Background: an optimization exercise with open tools, aiming at small area, a short achievable clock period and few clock cycles. Do not read the settings as production practice. Function was checked by simulation only, so behaviour that the tests miss may differ from the original. No activity file was given, so power comes from the tool's default toggle rates.

==> flow/design.v <==
`timescale 1ns/1ns
module ALU( input [31:0] dataA, input [31:0] dataB, input sub, output [31:0] sum, output lt );
wire [31:0] bx = dataB ^ {32{sub}};
wire [33:0] s = {1'b0, dataA, 1'b1} + {1'b0, bx, sub};
assign sum = s[32:1];
assign lt = ~s[33];
endmodule
`timescale 1ns/1ns
module shifter ( input [31:0] datain, input [4:0] shiftnum, output [31:0] dataout ) ;
assign dataout = datain << shiftnum ;
endmodule
`timescale 1ns/1ns
module multiplier #( parameter R = 8 ) ( input clk, input reset, input start,
    input [31:0] multiplicand, input [31:0] multiplier,
    output busy, output [31:0] hi, output [31:0] lo ) ;
localparam STEPS = 32 / R;
reg [63:0] P;
reg [31:0] A;
reg [2:0]  cnt;
wire accept = start & ~busy;
wire [31:0] mc = accept ? multiplicand : A;
wire [31:0] acc = busy ? P[63:32] : 32'd0;
wire [R-1:0] dig = busy ? P[R-1:0] : multiplier[R-1:0];
wire [31-R:0] rest = busy ? P[31:R] : multiplier[31:R];
wire [31+R:0] t = acc + mc * dig;
always @( posedge clk ) begin
  A <= mc;
  if ( reset ) begin
    P <= 64'd0;
    cnt <= 3'd0;
  end else if ( accept | busy ) begin
    P <= { t, rest };
    cnt <= accept ? STEPS - 1 : cnt - 3'd1;
  end
end
assign busy = cnt != 3'd0;
assign hi = P[63:32];
assign lo = P[31:0];
endmodule
`timescale 1ns/1ns
module MUX( input [31:0] ALUOut, input [31:0] HiOut, input [31:0] LoOut, input [31:0] Shifter,
            input [31:0] dataA, input [31:0] dataB, input lt, input [5:0] Signal, output [31:0] dataOut );
wire isAND = Signal == 6'd36;
wire isOR  = Signal == 6'd37;
wire isAS  = (Signal == 6'd32) | (Signal == 6'd34);
wire isSLT = Signal == 6'd42;
wire isSLL = Signal == 6'd0;
wire isHI  = Signal == 6'd16;
wire isLO  = Signal == 6'd18;
assign dataOut = ({32{isAND}} & (dataA & dataB))
               | ({32{isOR}}  & (dataA | dataB))
               | ({32{isAS}}  & ALUOut)
               | {31'd0, isSLT & lt}
               | ({32{isSLL}} & Shifter)
               | ({32{isHI}}  & HiOut)
               | ({32{isLO}}  & LoOut);
endmodule
`timescale 1ns/1ns
module TotalALU( clk, dataA, dataB, Signal, control, Output, Busy, reset );
input reset ;
input clk ;
input [2:0] control ;
input [31:0] dataA ;
input [31:0] dataB ;
input [5:0] Signal ;
output [31:0] Output ;
output Busy ;
wire [31:0] ALUOut, HiOut, LoOut, ShifterOut ;
wire lt ;
ALU alu( .dataA(dataA), .dataB(dataB), .sub(Signal[1]), .sum(ALUOut), .lt(lt) );
shifter shifter( .datain(dataA), .shiftnum(dataB[4:0]), .dataout(ShifterOut) );
multiplier multiplier( .clk(clk), .reset(reset), .start(Signal == 6'd25),
    .multiplicand(dataA), .multiplier(dataB), .busy(Busy), .hi(HiOut), .lo(LoOut) );
MUX MUX( .ALUOut(ALUOut), .HiOut(HiOut), .LoOut(LoOut), .Shifter(ShifterOut),
    .dataA(dataA), .dataB(dataB), .lt(lt), .Signal(Signal), .dataOut(Output) );
endmodule
==> flow/run.sh <==
#!/bin/bash
# synth_recipe.tcl (not shown) runs the flow's synth.tcl, then flattens the netlist and writes it again
# the make line also repeats each setting of config.mk as NAME=value (left out here)
make -C /OpenROAD-flow-scripts/flow DESIGN_CONFIG=/design/flow/config.mk WORK_HOME=/design/flow/orfs CLKGATE_MAP_FILE= SYNTH_SCRIPT=/design/flow/synth_recipe.tcl finish
==> flow/config.mk <==
export PLATFORM = sky130hd
export DESIGN_NAME = TotalALU
export DESIGN_NICKNAME = TotalALU
export VERILOG_FILES = /design/flow/design.v
export SDC_FILE = /design/flow/constraint.sdc
export NUM_CORES = 4
export LEC_CHECK = 0
export CAP_MARGIN = 20
export CORE_MARGIN = 2
export CORE_UTILIZATION = 40
export SLEW_MARGIN = 20
==> flow/constraint.sdc <==
create_clock -name core_clock -period 24.0 [get_ports {clk}]
set_input_delay 4.8000 -clock core_clock [delete_from_list [all_inputs] [get_ports {clk}]]
set_output_delay 4.8000 -clock core_clock [all_outputs]
set_load 0.01 [all_outputs]
==> run notes <==
[where the power goes]
part,total [mW],switching (mW),internal (mW)
combinational,2.10,1.34,0.753
sequential,0.288,0.0588,0.229
clock,0.162,0.0786,0.0830
[registers in the layout (all words and copies together) (netlist names)]
| name | count |
|---|---|
| multiplier.A | 32 |
| multiplier.P | 64 |
| multiplier.cnt | 3 |
[metal layers]
metal | GRT usage | part of all wire | wire length (µm) | up-vias
met4 | 0.115 | 0.042 | 2460 | 0
li1 | - | - | - | 7105
met2 | 0.443 | 0.47 | 27400 | 613
met3 | 0.0279 | 0.062 | 3600 | 102
met5 | 0 | 0 | 0 | -
met1 | 0.361 | 0.43 | 25100 | 7612
[Yosys cell counts (9+ instances only)]
cell	number	area, µm²
sky130_fd_sc_hd__a211oi_1	52	390
sky130_fd_sc_hd__a21o_1	31	233
sky130_fd_sc_hd__a21oi_1	121	606
sky130_fd_sc_hd__a31oi_1	11	68.8
sky130_fd_sc_hd__and2_1	11	68.8
sky130_fd_sc_hd__buf_1	19	71.3
sky130_fd_sc_hd__buf_2	18	90.1
sky130_fd_sc_hd__clkbuf_1	78	293
sky130_fd_sc_hd__dfxtp_1	99	1980
sky130_fd_sc_hd__fa_1	212	4240
sky130_fd_sc_hd__ha_1	94	1180
sky130_fd_sc_hd__inv_1	259	972
sky130_fd_sc_hd__inv_2	28	105
sky130_fd_sc_hd__maj3_1	20	200
sky130_fd_sc_hd__mux2_2	24	270
sky130_fd_sc_hd__mux2i_1	107	1070
sky130_fd_sc_hd__mux2i_2	20	275
sky130_fd_sc_hd__mux4_2	18	405
sky130_fd_sc_hd__nand2_1	248	931
sky130_fd_sc_hd__nand3_1	22	110
sky130_fd_sc_hd__nand4_1	9	56.3
sky130_fd_sc_hd__nor2_1	272	1020
sky130_fd_sc_hd__nor2b_1	20	125
sky130_fd_sc_hd__nor3_1	18	90.1
sky130_fd_sc_hd__nor3b_1	12	90.1
sky130_fd_sc_hd__o211ai_1	9	67.6
sky130_fd_sc_hd__o21ai_0	55	275
sky130_fd_sc_hd__o21bai_1	9	67.6
sky130_fd_sc_hd__o221ai_1	12	105
sky130_fd_sc_hd__o32ai_1	11	96.3
sky130_fd_sc_hd__xnor2_1	34	298
sky130_fd_sc_hd__xor2_1	51	447
[how the worst max path moves through the flow]
stage,startpoint,end,cells past startpoint
2_1_floorplan,Signal[1],Output[30],15
3_3_place_gp,dataB[4],Output[30],14
3_5_place_dp,dataB[4],Output[30],14
4_1_cts,dataB[4],Output[30],14
5_1_grt,dataB[7],Output[30],13
6_report,dataB[7],Output[30],13
[critical path, cell delays in order]
cell	delay (ps)
sky130_fd_sc_hd__clkdlybuf4s50_1	590
sky130_fd_sc_hd__xor2_1	250
sky130_fd_sc_hd__ha_1	410
sky130_fd_sc_hd__nand2_1	110
sky130_fd_sc_hd__a211o_1	240
sky130_fd_sc_hd__a21oi_1	280
sky130_fd_sc_hd__o21ai_1	240
sky130_fd_sc_hd__o41ai_2	520
sky130_fd_sc_hd__nand4_1	270
sky130_fd_sc_hd__a21oi_2	310
sky130_fd_sc_hd__nand2_1	100
sky130_fd_sc_hd__o311ai_1	320
sky130_fd_sc_hd__clkdlybuf4s50_1	610
[cell families (layout without fill, tap and decap cells)]
kind of cell | count (synthesis) | after routing | share of synthesized area
buffers and inverters | 403 | 432 | 0.0891
XOR/XNOR | 85 | 85 | 0.0431
multiplexers | 169 | 169 | 0.117
flip-flops | 99 | 99 | 0.115
AO/OA/AOI/OAI | 389 | 389 | 0.150
adder cells (fa/ha/maj) | 326 | 326 | 0.326
AND/OR/NAND/NOR | 648 | 648 | 0.160
[metrics by stage]
stage / utilization / hold slack, ps / power [mW] / worst slack, ps
6_report: 0.444 / 478 / 2.55 / 10120
5_1_grt: 0.444 / 492 / 2.81 / 9870
4_1_cts: 0.444 / 477 / 2.54 / 10190
3_5_place_dp: 0.437 / 467 / 2.35 / 10220
3_3_place_gp: 0.437 / 467 / 2.33 / 10280
2_1_floorplan: - / 440 / 1.76 / 10650
[layout make-up]
| type | instances | area (µm²) | area share |
|---|---|---|---|
| multi-input cells | 1617 | 13800 | 0.724 |
| flip-flops and latches | 99 | 1980 | 0.104 |
| repair buffers | 129 | 1200 | 0.0629 |
| inverters | 287 | 1080 | 0.0566 |
| well taps | 546 | 683 | 0.0359 |
| clock buffers | 9 | 225 | 0.0118 |
| clock inverters | 7 | 81.3 | 0.00428 |
==> flow_summary.toml <==
[critical_path]
worst-endpoint-required_ps = 19200
critical_path.reg2reg.endpoint = "multiplier.P[60]"
cp-start-kind = "input pin"
timing.rr.start = "multiplier.cnt[0]"
setup.worst_path.end_class = "output pin"
worstRegToRegCells = 24
crit_fanout = 5
r2r_slack_ps = 16750
critPathKind = "input pin to output pin"
crit_arrival_ps = 9080

[route]
post_route_antenna_net_violation_count = 0
detail_route.iter0.violations = 1357
post_drt_wl_per_cell_um = 21.7
drt-vias-per-instance = 5.73
drc = 0
dr_total_vias = 15432
finalWirelength_mm = 58.6
drt_pass1_iterations = 5

[sta]
maxSlewViolCount = 0
finalCriticalPeriod_ps = 13880
timing.fmax_mhz = 72.1
hold_viol_final = 0
report.final.setup_viol = 0
final_min_period_over_clock_period = 0.578
fin_worst_skew_ps = 8.15
tightest_slew_ps = 1010
finalSetupTns_ps = 0
max-slew-margin-rel = 0.323
rsz0062_at_grt = "false"

[layout]
most-common-layout-cells = "sky130_fd_sc_hd__nor2_1 (272), sky130_fd_sc_hd__inv_1 (259), sky130_fd_sc_hd__nand2_1 (248)"
area_growth_syn_to_layout_pct = 10.2
drive_above_1_share = 0.0750
mostFrequentLayoutCell = "sky130_fd_sc_hd__nor2_1"
n_antenna_cell = 0
finalInstanceArea_um2 = 19000
final-instance-count-excl-fill = 2694
final_net_count = 2524
nFillCells = 4297

[hold_path]
hold-path-cell-count = 2
hp-start = "multiplier.P[27]"
timing.hold.worst_endpoint = "multiplier.P[27]"
holdCritPathClass = "flip-flop to flip-flop"

[clocking]
worst_setup_hold_path_clk_slew_ps = 70
cts.htree.levels = 3
postcts_resize_cnt = 0
number_of_buffers_inserted_by_hold_repair_at_cts = 0
number_of_setup_buffers_added_after_cts = 0
insertion_delay_ps = 380
tritoncts = "built"
clockRootBuffer = "sky130_fd_sc_hd__clkbuf_16"
numClockSinks = 99
cts_inserted_buffers = 9
ctsLongestPathBuffers = 2

[pwr]
p_leak_nw = 9.11
cellPowerDensity_nw_per_um2 = 134
vdd.ir_drop.worst_mv = 0.0648

[logic_synthesis]
netlist-cell-type-count = 82
syn-cell-area_um2 = 17300
post_synth_inst_count = 2119
mappedNetlistNets = 2500
yosys_warning_count = 1
synth_enable_flop_cells = 0
top_ff_cell_synth = "sky130_fd_sc_hd__dfxtp_1"
yosys_register_bits = 99
synth_seq_area_share = 0.115
ys_async_sr_fraction = 0
syn_area_per_cell_um2 = 8.15

[placed_design]
hpwl_mm = 46.3
globalplace.congestion = 0.949
place_inst = 2678
io_buffers = 104
placed_cell_area_um2 = 18700

[floorplanning]
num_io_pins = 108
die_width_um = 212
start_util = 0.403
core-area_um2 = 42800
dieHeight_um = 212
std_cell_rows = 76
design.die.area_um2 = 44800

[global_route]
grt_remaining_overflow = 0
grt_pass1_vias = 15608
grt_start_max_net_pins = 71
grt_use_total = 0.269
antenna_found_initial = 0
grt_pass1_wl_mm = 92.3

[flow_run]
cap_violations = 0

[run_status]
run_status = "finished clean"
Testbench counts, summed over its fixed seeds: cycles 4,330.

==> what the ideal ports hide <==
In the flow no input, the clock included, has a driving cell. The finished layout below was timed again as built, in two steps. Step 1: set_driving_cell puts a clkbuf_16 on clk and a buf_2 on each other input, an assumption about the parent block. Step 2 moves the port delays by t, midway between the first and last clock arrival at a register: inputs arrive t later, outputs are due t later. That takes back most of the time a late clock gives input paths. a / b / c = no drivers / after step 1 / after step 2; a / b = the first two.
t, ns: 0.419
setup WS [ns]: 10.122 / 10.099 / 10.099
hold WS [ns]: 0.478 / 0.478 / 0.478
After both steps setup and hold are still met in this run. For this run, drivers alone change the setup slack by -0.023 ns; drivers and shift together by -0.023 ns.
